Context: an optimization exercise on an open-source flow, tuned for small area and a short achievable clock period. The choices shown serve that exercise and are no tape-out recipe. Function was checked by simulation only, so behaviour that the tests miss may differ from the original. The clock input has no modelled driver; a real chip could not lean on it and would need a root buffer or a full tree. No activity file was given, so power comes from the tool's default toggle rates.

== the baseline ==
==> flow/design.v <==
module moving_avg_filt(
  input clk,
  input signed [7:0] signal_in,
  output reg signed [7:0] signal_out
  );
  parameter N = 64;  
  reg signed [7:0] q [0:N-1];
  reg [7:0] ss;
  reg [7:0] sc;
  reg [5:0] hi;
  reg ca;
  reg cb;
  reg [13:0] acc;
  reg [5:0] phase;
  reg load_a;
  reg pre_b;
  reg load_b;
  reg keep;
  reg clear;
  integer i;
  wire [7:0] xu = {~signal_in[7], signal_in[6:0]};       
  wire [7:0] q0u = {~q[0][7], q[0][6:0]};                
  wire [7:0] yn = {q[N-1][7], ~q[N-1][6:0]};             
  wire [7:0] a = load_a ? acc[7:0] : ss;
  wire [7:0] b = load_b ? q0u : sc;
  wire [7:0] r1c = load_b ? 8'd0 : yn;
  wire [7:0] s1 = a ^ b ^ r1c;
  wire [8:0] c1 = {(a & b) | (a & r1c) | (b & r1c), keep};    
  wire [7:0] s2 = s1 ^ c1[7:0] ^ xu;
  wire [8:0] c2 = {(s1 & c1[7:0]) | (s1 & xu) | (c1[7:0] & xu), 1'b0};
  wire [5:0] hi_up = hi + 6'd1;
  wire [5:0] hi_dn = hi - 6'd1;
  wire [5:0] hi_next = load_a ? {~acc[13], acc[12:8]} :
                       (ca & cb) ? hi_up : ((ca | cb) ? hi : hi_dn);
  wire [8:0] lo_sum = {1'b0, ss} + {1'b0, sc};
  wire [1:0] cab = {ca & cb, ca ^ cb};
  wire [1:0] cab1 = {ca | cb, ~(ca ^ cb)};       
  wire [5:0] hi_c0 = hi + {4'd0, cab};
  wire [5:0] hi_c1 = hi + {4'd0, cab1};
  wire [5:0] hi_sum = lo_sum[8] ? hi_c1 : hi_c0;
  wire [7:0] acc_lo = clear ? 8'd0 : acc[7:0];
  wire [8:0] alo = {1'b0, acc_lo} + {1'b0, q0u};
  wire [5:0] ahi_up = acc[13:8] + 6'd1;
  wire [5:0] ahi = clear ? 6'd0 : (alo[8] ? ahi_up : acc[13:8]);
  always @(posedge clk) begin
    q[0] <= signal_in;
    for (i = 0; i < N - 1; i = i + 1)
      q[i + 1] <= q[i];
    phase <= phase + 6'd1;
    load_a <= (phase == 6'd62);
    pre_b <= (phase == 6'd61);
    load_b <= pre_b;
    keep <= (phase != 6'd62);
    clear <= (phase == 6'd0);
    ss <= s2;
    sc <= c2[7:0];
    ca <= c1[8];
    cb <= c2[8];
    hi <= hi_next;
    acc <= {ahi, alo[7:0]};
    signal_out <= {hi_sum, lo_sum[7:6]};
  end
endmodule
Settings: LEC_CHECK=0, ABC_CLOCK_PERIOD_IN_PS=2000, CAP_MARGIN=20, CORE_MARGIN=2, CORE_UTILIZATION=60, HOLD_SLACK_MARGIN=0, PLACE_DENSITY=0.75, SLEW_MARGIN=20; clock period 8.0 ns.
standard.sh (not shown) runs the stock make flow with config.mk's settings and CLKGATE_MAP_FILE= SYNTH_SCRIPT=/design/flow/synth_recipe.tcl, a recipe that flattens the netlist after the stock synthesis.
==> flow/flow/run.sh <==
#!/bin/bash
# Standard ORFS layout (standard synthesis unchanged) with port buffers of a
# plain buffer cell, no CTS dummy loads, a tighter setup repair target, and
# the clock tree reshaped after CTS (flow/clocktree.tcl).
set -euo pipefail
bash standard.sh \
  BUFFER_PORTS_ARGS="-buffer_cell sky130_fd_sc_hd__buf_2" \
  CTS_ARGS="-sink_clustering_enable -repair_clock_nets -dont_use_dummy_load -sink_clustering_size 28 -sink_clustering_max_diameter 60 -buf_list {sky130_fd_sc_hd__clkbuf_16}" \
  POST_CTS_TCL="$PWD/flow/clocktree.tcl" \
  SETUP_SLACK_MARGIN=5.7 \
  finish > flow.log 2>&1
Other scripts of this flow, unchanged in this note and not shown: flow/flow/clocktree.tcl
For the candidate, these inputs were changed with respect to the baseline:
==> flow/flow/run.sh <==
#!/bin/bash
# Standard ORFS layout (standard synthesis unchanged) with port buffers of a
# plain buffer cell, no CTS dummy loads, a tighter setup repair target, and
# the clock tree reshaped after CTS (flow/clocktree.tcl).
set -euo pipefail
bash standard.sh \
  BUFFER_PORTS_ARGS="-buffer_cell sky130_fd_sc_hd__buf_2" \
  CTS_ARGS="-sink_clustering_enable -repair_clock_nets -dont_use_dummy_load -sink_clustering_size 24 -sink_clustering_max_diameter 50 -buf_list {sky130_fd_sc_hd__clkbuf_16}" \
  POST_CTS_TCL="$PWD/flow/clocktree.tcl" \
  SETUP_SLACK_MARGIN=5.6 \
  finish > flow.log 2>&1
==> run summary <==
Delta (the candidate minus the baseline): proportion of power drawn by combinational gates now smaller; final-stage net count now larger; fraction of power consumed by the clock network now larger.

========
RTL: the design.v shown in full above, as it stands there.
==> flow/config.mk <==
export PLATFORM = sky130hd
export DESIGN_NAME = moving_avg_filt
export DESIGN_NICKNAME = moving_avg_filt
export VERILOG_FILES = /design/flow/design.v
export SDC_FILE = /design/flow/constraint.sdc
export NUM_CORES = 4
export LEC_CHECK = 0
export ABC_CLOCK_PERIOD_IN_PS = 2000
export CAP_MARGIN = 20
export CORE_MARGIN = 2
export CORE_UTILIZATION = 60
export HOLD_SLACK_MARGIN = 0
export PLACE_DENSITY = 0.75
export SLEW_MARGIN = 20
==> flow/constraint.sdc <==
create_clock -name core_clock -period 8.0 [get_ports {clk}]
set_input_delay 1.6000 -clock core_clock [delete_from_list [all_inputs] [get_ports {clk}]]
set_output_delay 1.6000 -clock core_clock [all_outputs]
set_load 0.01 [all_outputs]
==> flow/flow/run.sh <==
#!/bin/bash
# Standard ORFS layout (standard synthesis unchanged) with port buffers of a
# plain buffer cell, no CTS dummy loads, a tighter setup repair target, and
# the clock tree reshaped after CTS (flow/clocktree.tcl).
set -euo pipefail
bash standard.sh \
  BUFFER_PORTS_ARGS="-buffer_cell sky130_fd_sc_hd__buf_2" \
  CTS_ARGS="-sink_clustering_enable -repair_clock_nets -dont_use_dummy_load -sink_clustering_size 28 -sink_clustering_max_diameter 60 -buf_list {sky130_fd_sc_hd__clkbuf_16}" \
  POST_CTS_TCL="$PWD/flow/clocktree.tcl" \
  SETUP_SLACK_MARGIN=5.6 \
  finish > flow.log 2>&1
==> flow/flow/clocktree.tcl <==
# Reshape the clock tree that CTS built into two levels of equal depth:
# 1. every clock buffer that the root buffer drives and that itself drives
#    only clock buffers is taken out; the leaf buffers it drove move up to the
#    root's net;
# 2. the leaf buffers are split into NROOT groups by position, and each group
#    gets a root buffer of its own, placed at the group's centre and fed by
#    the clock port.
# Every register's clock still passes exactly one root and one leaf buffer.
set nroot 4
set block [ord::get_db_block]
set clk_net [$block findNet clk]
set root ""
foreach it [$clk_net getITerms] {
  if {[$it isInputSignal]} { set root [$it getInst] }
}
set root_in [$root findITerm A]
set root_out [[$root findITerm X] getNet]
set removed 0
foreach it [$root_out getITerms] {
  set inst [$it getInst]
  if {$inst == $root} { continue }
  set x [$inst findITerm X]
  if {$x == "NULL" || $x == ""} { continue }
  set out [$x getNet]
  set loads {}
  set all_bufs 1
  foreach lt [$out getITerms] {
    if {[$lt getInst] == $inst} { continue }
    if {![string match "sky130_fd_sc_hd__clkbuf_*" [[[$lt getInst] getMaster] getName]]} { set all_bufs 0 }
    lappend loads $lt
  }
  if {!$all_bufs} { continue }
  foreach lt $loads {
    $lt disconnect
    $lt connect $root_out
  }
  $x disconnect
  $it disconnect
  odb::dbInst_destroy $inst
  odb::dbNet_destroy $out
  incr removed
}
puts "clocktree.tcl: removed $removed branch clock buffers"

# leaf buffers now on the root's net, with their centres
set leaves {}
foreach it [$root_out getITerms] {
  set inst [$it getInst]
  if {$inst == $root} { continue }
  set bb [$inst getBBox]
  lappend leaves [list $it [expr {([$bb xMin] + [$bb xMax]) / 2}] [expr {([$bb yMin] + [$bb yMax]) / 2}]]
}
set n [llength $leaves]
# k-means on leaf positions, seeded by the leaves sorted by angle round the centre
set cx 0; set cy 0
foreach l $leaves { set cx [expr {$cx + [lindex $l 1]}]; set cy [expr {$cy + [lindex $l 2]}] }
set cx [expr {double($cx) / $n}]; set cy [expr {double($cy) / $n}]
set byang [lsort -real -index 3 [lmap l $leaves { list {*}$l [expr {atan2([lindex $l 2] - $cy, [lindex $l 1] - $cx)}] }]]
set cent {}
for {set g 0} {$g < $nroot} {incr g} {
  set l [lindex $byang [expr {int(($g + 0.5) * $n / $nroot)}]]
  lappend cent [list [lindex $l 1] [lindex $l 2]]
}
for {set iter 0} {$iter < 20} {incr iter} {
  set grp {}
  foreach l $leaves {
    set best 0; set bd 1e30
    for {set g 0} {$g < $nroot} {incr g} {
      set dx [expr {[lindex $l 1] - [lindex $cent $g 0]}]
      set dy [expr {[lindex $l 2] - [lindex $cent $g 1]}]
      set dd [expr {$dx * $dx + $dy * $dy}]
      if {$dd < $bd} { set bd $dd; set best $g }
    }
    lappend grp $best
  }
  set newc {}
  for {set g 0} {$g < $nroot} {incr g} {
    set sx 0; set sy 0; set k 0
    foreach l $leaves gg $grp { if {$gg == $g} { set sx [expr {$sx + [lindex $l 1]}]; set sy [expr {$sy + [lindex $l 2]}]; incr k } }
    if {$k == 0} { lappend newc [lindex $cent $g] } else { lappend newc [list [expr {$sx / $k}] [expr {$sy / $k}]] }
  }
  set cent $newc
}
set master [$root getMaster]
for {set g 0} {$g < $nroot} {incr g} {
  if {$g == 0} {
    set inst $root
    set net $root_out
  } else {
    set inst [odb::dbInst_create $block $master "clkbuf_root_$g"]
    set net [odb::dbNet_create $block "clknet_root_$g"]
    $net setSigType CLOCK
    [$inst findITerm A] connect $clk_net
    [$inst findITerm X] connect $net
  }
  set k 0
  foreach l $leaves gg $grp {
    if {$gg != $g} { continue }
    incr k
    if {$g != 0} { [lindex $l 0] disconnect; [lindex $l 0] connect $net }
  }
  set w [$master getWidth]; set h [$master getHeight]
  $inst setLocation [expr {int([lindex $cent $g 0] - $w / 2)}] [expr {int([lindex $cent $g 1] - $h / 2)}]
  $inst setPlacementStatus PLACED
  puts "clocktree.tcl: root $g drives $k leaf buffers"
}
detailed_placement
estimate_parasitics -placement
report_clock_skew
The baseline passed the timing, design-rule and antenna checks.
==> next run, changes <==
==> flow/flow/run.sh (replaced) <==
#!/bin/bash
# Standard ORFS layout (standard synthesis unchanged) with port buffers of a
# plain buffer cell, no CTS dummy loads, a tighter setup repair target, and
# the clock tree reshaped after CTS (flow/clocktree.tcl).
set -euo pipefail
bash standard.sh \
  BUFFER_PORTS_ARGS="-buffer_cell sky130_fd_sc_hd__buf_2" \
  CTS_ARGS="-sink_clustering_enable -repair_clock_nets -dont_use_dummy_load -sink_clustering_size 34 -sink_clustering_max_diameter 70 -buf_list {sky130_fd_sc_hd__clkbuf_16}" \
  POST_CTS_TCL="$PWD/flow/clocktree.tcl" \
  SETUP_SLACK_MARGIN=5.4 \
  finish > flow.log 2>&1
Outcome:
- The new run completed with no timing, DRC or antenna violations
- area after synthesis is unchanged
- maximum frequency came out lower by 7.1%
- worst setup slack loses 0.18 ns
- final area falls by 1.1%
==> next run, changes <==
==> flow/flow/run.sh (replaced) <==
#!/bin/bash
# Standard ORFS layout (standard synthesis unchanged) with port buffers of a
# plain buffer cell, no CTS dummy loads, a tighter setup repair target, and
# the clock tree reshaped after CTS (flow/clocktree.tcl).
set -euo pipefail
bash standard.sh \
  BUFFER_PORTS_ARGS="-buffer_cell sky130_fd_sc_hd__buf_2" \
  CTS_ARGS="-sink_clustering_enable -repair_clock_nets -dont_use_dummy_load -sink_clustering_size 28 -sink_clustering_max_diameter 60 -buf_list {sky130_fd_sc_hd__clkbuf_16}" \
  POST_CTS_TCL="$PWD/flow/clocktree.tcl" \
  SETUP_SLACK_MARGIN=5.6 \
  finish > flow.log 2>&1
- CORE_UTILIZATION: 60 -> 70
- PLACE_DENSITY: 0.75 -> 0.85
The new run completed with no timing, DRC or antenna violations.
Global-route usage rises by 6.8 points.
Power goes up by 6.9%.
Setup slack is better by 0.077 ns.
Routed wire length came out higher by 33%.
Via count climbs by 5.5%.
Clock skew went down by 0.014 ns.
==> next run, changes <==
--- a/flow/flow/run.sh
+++ b/flow/flow/run.sh
@@ -6,5 +6,5 @@
 bash standard.sh \
   BUFFER_PORTS_ARGS="-buffer_cell sky130_fd_sc_hd__buf_2" \
-  CTS_ARGS="-sink_clustering_enable -repair_clock_nets -dont_use_dummy_load -sink_clustering_size 28 -sink_clustering_max_diameter 60 -buf_list {sky130_fd_sc_hd__clkbuf_16}" \
+  CTS_ARGS="-sink_clustering_enable -repair_clock_nets -dont_use_dummy_load -sink_clustering_size 20 -sink_clustering_max_diameter 50 -buf_list {sky130_fd_sc_hd__clkbuf_8}" \
   POST_CTS_TCL="$PWD/flow/clocktree.tcl" \
   SETUP_SLACK_MARGIN=5.6 \
--- a/flow/flow/clocktree.tcl
+++ b/flow/flow/clocktree.tcl
@@ -82,5 +82,7 @@
   set cent $newc
 }
-set master [$root getMaster]
+# the root buffers are the strongest clock buffer, whatever CTS used
+set master [[ord::get_db] findMaster sky130_fd_sc_hd__clkbuf_16]
+$root swapMaster $master
 for {set g 0} {$g < $nroot} {incr g} {
   if {$g == 0} {
- CORE_UTILIZATION: 70 -> 60
- PLACE_DENSITY: 0.85 -> 0.75
Worst hold slack improved by 0.043 ns.
Maximum frequency rises by 3.7%.
Register-to-register slack improved by 0.09 ns.
Utilization falls by 12 points.
Sequential cell count does not change.
Total power falls by 5.6%.

========
// moving_avg_filt: RTL as listed in full above, without the edits since
clock: 8.0 ns
lec_check: 0
abc_clock_period_in_ps: 2000
cap_margin: 20
core_margin: 2
core_utilization: 60
hold_slack_margin: 0
place_density: 0.75
slew_margin: 20
==> flow/flow/run.sh <==
#!/bin/bash
# Standard ORFS layout (standard synthesis unchanged) with port buffers of a
# plain buffer cell, no CTS dummy loads, a tighter setup repair target, and
# the clock tree reshaped after CTS (flow/clocktree.tcl).
set -euo pipefail
bash standard.sh \
  BUFFER_PORTS_ARGS="-buffer_cell sky130_fd_sc_hd__buf_2" \
  CTS_ARGS="-sink_clustering_enable -repair_clock_nets -dont_use_dummy_load -sink_clustering_size 16 -sink_clustering_max_diameter 45 -buf_list {sky130_fd_sc_hd__clkbuf_8}" \
  POST_CTS_TCL="$PWD/flow/clocktree.tcl" \
  SETUP_SLACK_MARGIN=5.6 \
  finish > flow.log 2>&1
==> flow/flow/clocktree.tcl <==
# Reshape the clock tree that CTS built into two levels of equal depth:
# 1. every clock buffer that the root buffer drives and that itself drives
#    only clock buffers is taken out; the leaf buffers it drove move up to the
#    root's net;
# 2. the leaf buffers are split into NROOT groups by position, and each group
#    gets a root buffer of its own, placed at the group's centre and fed by
#    the clock port.
# Every register's clock still passes exactly one root and one leaf buffer.
set nroot 4
set block [ord::get_db_block]
set clk_net [$block findNet clk]
set root ""
foreach it [$clk_net getITerms] {
  if {[$it isInputSignal]} { set root [$it getInst] }
}
set root_in [$root findITerm A]
set root_out [[$root findITerm X] getNet]
set removed 0
foreach it [$root_out getITerms] {
  set inst [$it getInst]
  if {$inst == $root} { continue }
  set x [$inst findITerm X]
  if {$x == "NULL" || $x == ""} { continue }
  set out [$x getNet]
  set loads {}
  set all_bufs 1
  foreach lt [$out getITerms] {
    if {[$lt getInst] == $inst} { continue }
    if {![string match "sky130_fd_sc_hd__clkbuf_*" [[[$lt getInst] getMaster] getName]]} { set all_bufs 0 }
    lappend loads $lt
  }
  if {!$all_bufs} { continue }
  foreach lt $loads {
    $lt disconnect
    $lt connect $root_out
  }
  $x disconnect
  $it disconnect
  odb::dbInst_destroy $inst
  odb::dbNet_destroy $out
  incr removed
}
puts "clocktree.tcl: removed $removed branch clock buffers"

# leaf buffers now on the root's net, with their centres
set leaves {}
foreach it [$root_out getITerms] {
  set inst [$it getInst]
  if {$inst == $root} { continue }
  set bb [$inst getBBox]
  lappend leaves [list $it [expr {([$bb xMin] + [$bb xMax]) / 2}] [expr {([$bb yMin] + [$bb yMax]) / 2}]]
}
set n [llength $leaves]
# k-means on leaf positions, seeded by the leaves sorted by angle round the centre
set cx 0; set cy 0
foreach l $leaves { set cx [expr {$cx + [lindex $l 1]}]; set cy [expr {$cy + [lindex $l 2]}] }
set cx [expr {double($cx) / $n}]; set cy [expr {double($cy) / $n}]
set byang [lsort -real -index 3 [lmap l $leaves { list {*}$l [expr {atan2([lindex $l 2] - $cy, [lindex $l 1] - $cx)}] }]]
set cent {}
for {set g 0} {$g < $nroot} {incr g} {
  set l [lindex $byang [expr {int(($g + 0.5) * $n / $nroot)}]]
  lappend cent [list [lindex $l 1] [lindex $l 2]]
}
for {set iter 0} {$iter < 20} {incr iter} {
  set grp {}
  foreach l $leaves {
    set best 0; set bd 1e30
    for {set g 0} {$g < $nroot} {incr g} {
      set dx [expr {[lindex $l 1] - [lindex $cent $g 0]}]
      set dy [expr {[lindex $l 2] - [lindex $cent $g 1]}]
      set dd [expr {$dx * $dx + $dy * $dy}]
      if {$dd < $bd} { set bd $dd; set best $g }
    }
    lappend grp $best
  }
  set newc {}
  for {set g 0} {$g < $nroot} {incr g} {
    set sx 0; set sy 0; set k 0
    foreach l $leaves gg $grp { if {$gg == $g} { set sx [expr {$sx + [lindex $l 1]}]; set sy [expr {$sy + [lindex $l 2]}]; incr k } }
    if {$k == 0} { lappend newc [lindex $cent $g] } else { lappend newc [list [expr {$sx / $k}] [expr {$sy / $k}]] }
  }
  set cent $newc
}
# the root buffers are the strongest clock buffer, whatever CTS used
set master [[ord::get_db] findMaster sky130_fd_sc_hd__clkbuf_16]
$root swapMaster $master
for {set g 0} {$g < $nroot} {incr g} {
  if {$g == 0} {
    set inst $root
    set net $root_out
  } else {
    set inst [odb::dbInst_create $block $master "clkbuf_root_$g"]
    set net [odb::dbNet_create $block "clknet_root_$g"]
    $net setSigType CLOCK
    [$inst findITerm A] connect $clk_net
    [$inst findITerm X] connect $net
  }
  set k 0
  foreach l $leaves gg $grp {
    if {$gg != $g} { continue }
    incr k
    if {$g != 0} { [lindex $l 0] disconnect; [lindex $l 0] connect $net }
  }
  set w [$master getWidth]; set h [$master getHeight]
  $inst setLocation [expr {int([lindex $cent $g 0] - $w / 2)}] [expr {int([lindex $cent $g 1] - $h / 2)}]
  $inst setPlacementStatus PLACED
  puts "clocktree.tcl: root $g drives $k leaf buffers"
}
detailed_placement
estimate_parasitics -placement
report_clock_skew
Change:
--- a/flow/flow/run.sh
+++ b/flow/flow/run.sh
@@ -6,5 +6,5 @@
 bash standard.sh \
   BUFFER_PORTS_ARGS="-buffer_cell sky130_fd_sc_hd__buf_2" \
-  CTS_ARGS="-sink_clustering_enable -repair_clock_nets -dont_use_dummy_load -sink_clustering_size 16 -sink_clustering_max_diameter 45 -buf_list {sky130_fd_sc_hd__clkbuf_8}" \
+  CTS_ARGS="-sink_clustering_enable -repair_clock_nets -dont_use_dummy_load -sink_clustering_size 34 -sink_clustering_max_diameter 70 -buf_list {sky130_fd_sc_hd__clkbuf_16}" \
   POST_CTS_TCL="$PWD/flow/clocktree.tcl" \
   SETUP_SLACK_MARGIN=5.6 \
--- a/flow/flow/clocktree.tcl
+++ b/flow/flow/clocktree.tcl
@@ -82,7 +82,5 @@
   set cent $newc
 }
-# the root buffers are the strongest clock buffer, whatever CTS used
-set master [[ord::get_db] findMaster sky130_fd_sc_hd__clkbuf_16]
-$root swapMaster $master
+set master [$root getMaster]
 for {set g 0} {$g < $nroot} {incr g} {
   if {$g == 0} {
=>
- cell area shrinks by 0.74%
- sequential share of layout area went up by 0.57 points
- core utilization is lower by 0.49 points
- routed wire length goes down by about 1.5%

==> afterwards: timing with drivers on the ports <==
No port has a modelled driver above. Below, the same layouts with a new extraction and two added sets of constraints. Step 1 assumes that a clkbuf_16 drives the clock port and a buf_2 every other input. Step 2 also shifts input and output timing later by t, the mid clock arrival at the registers, as if the neighbouring blocks saw the same clock. Slacks: ideal / step 1 / step 2; pairs: ideal / step 1.
run	shift t [ns]	setup WS [ns]	clock arrival spread, ns
the baseline	0.413	5.637 / 5.542 / 5.612	0.066 / 0.067
the candidate	0.423	5.656 / 5.563 / 5.567	0.057 / 0.056
the first run of note 2	0.423	5.642 / 5.546 / 5.557	0.049 / 0.050
the second run of note 2	0.410	5.463 / 5.463 / 5.463	0.088 / 0.088
the third run of note 2	0.413	5.540 / 5.508 / 5.535	0.075 / 0.075
the fourth run of note 2	0.402	5.629 / 5.589 / 5.605	0.088 / 0.088
the first run of note 3	0.415	5.649 / 5.553 / 5.589	0.080 / 0.079
the second run of note 3	0.409	5.609 / 5.517 / 5.609	0.088 / 0.088
After both steps setup and hold are still met in every run listed. The setup slack of the candidate, which loses most, moves by -0.093 ns with the drivers and by -0.089 ns with both steps.
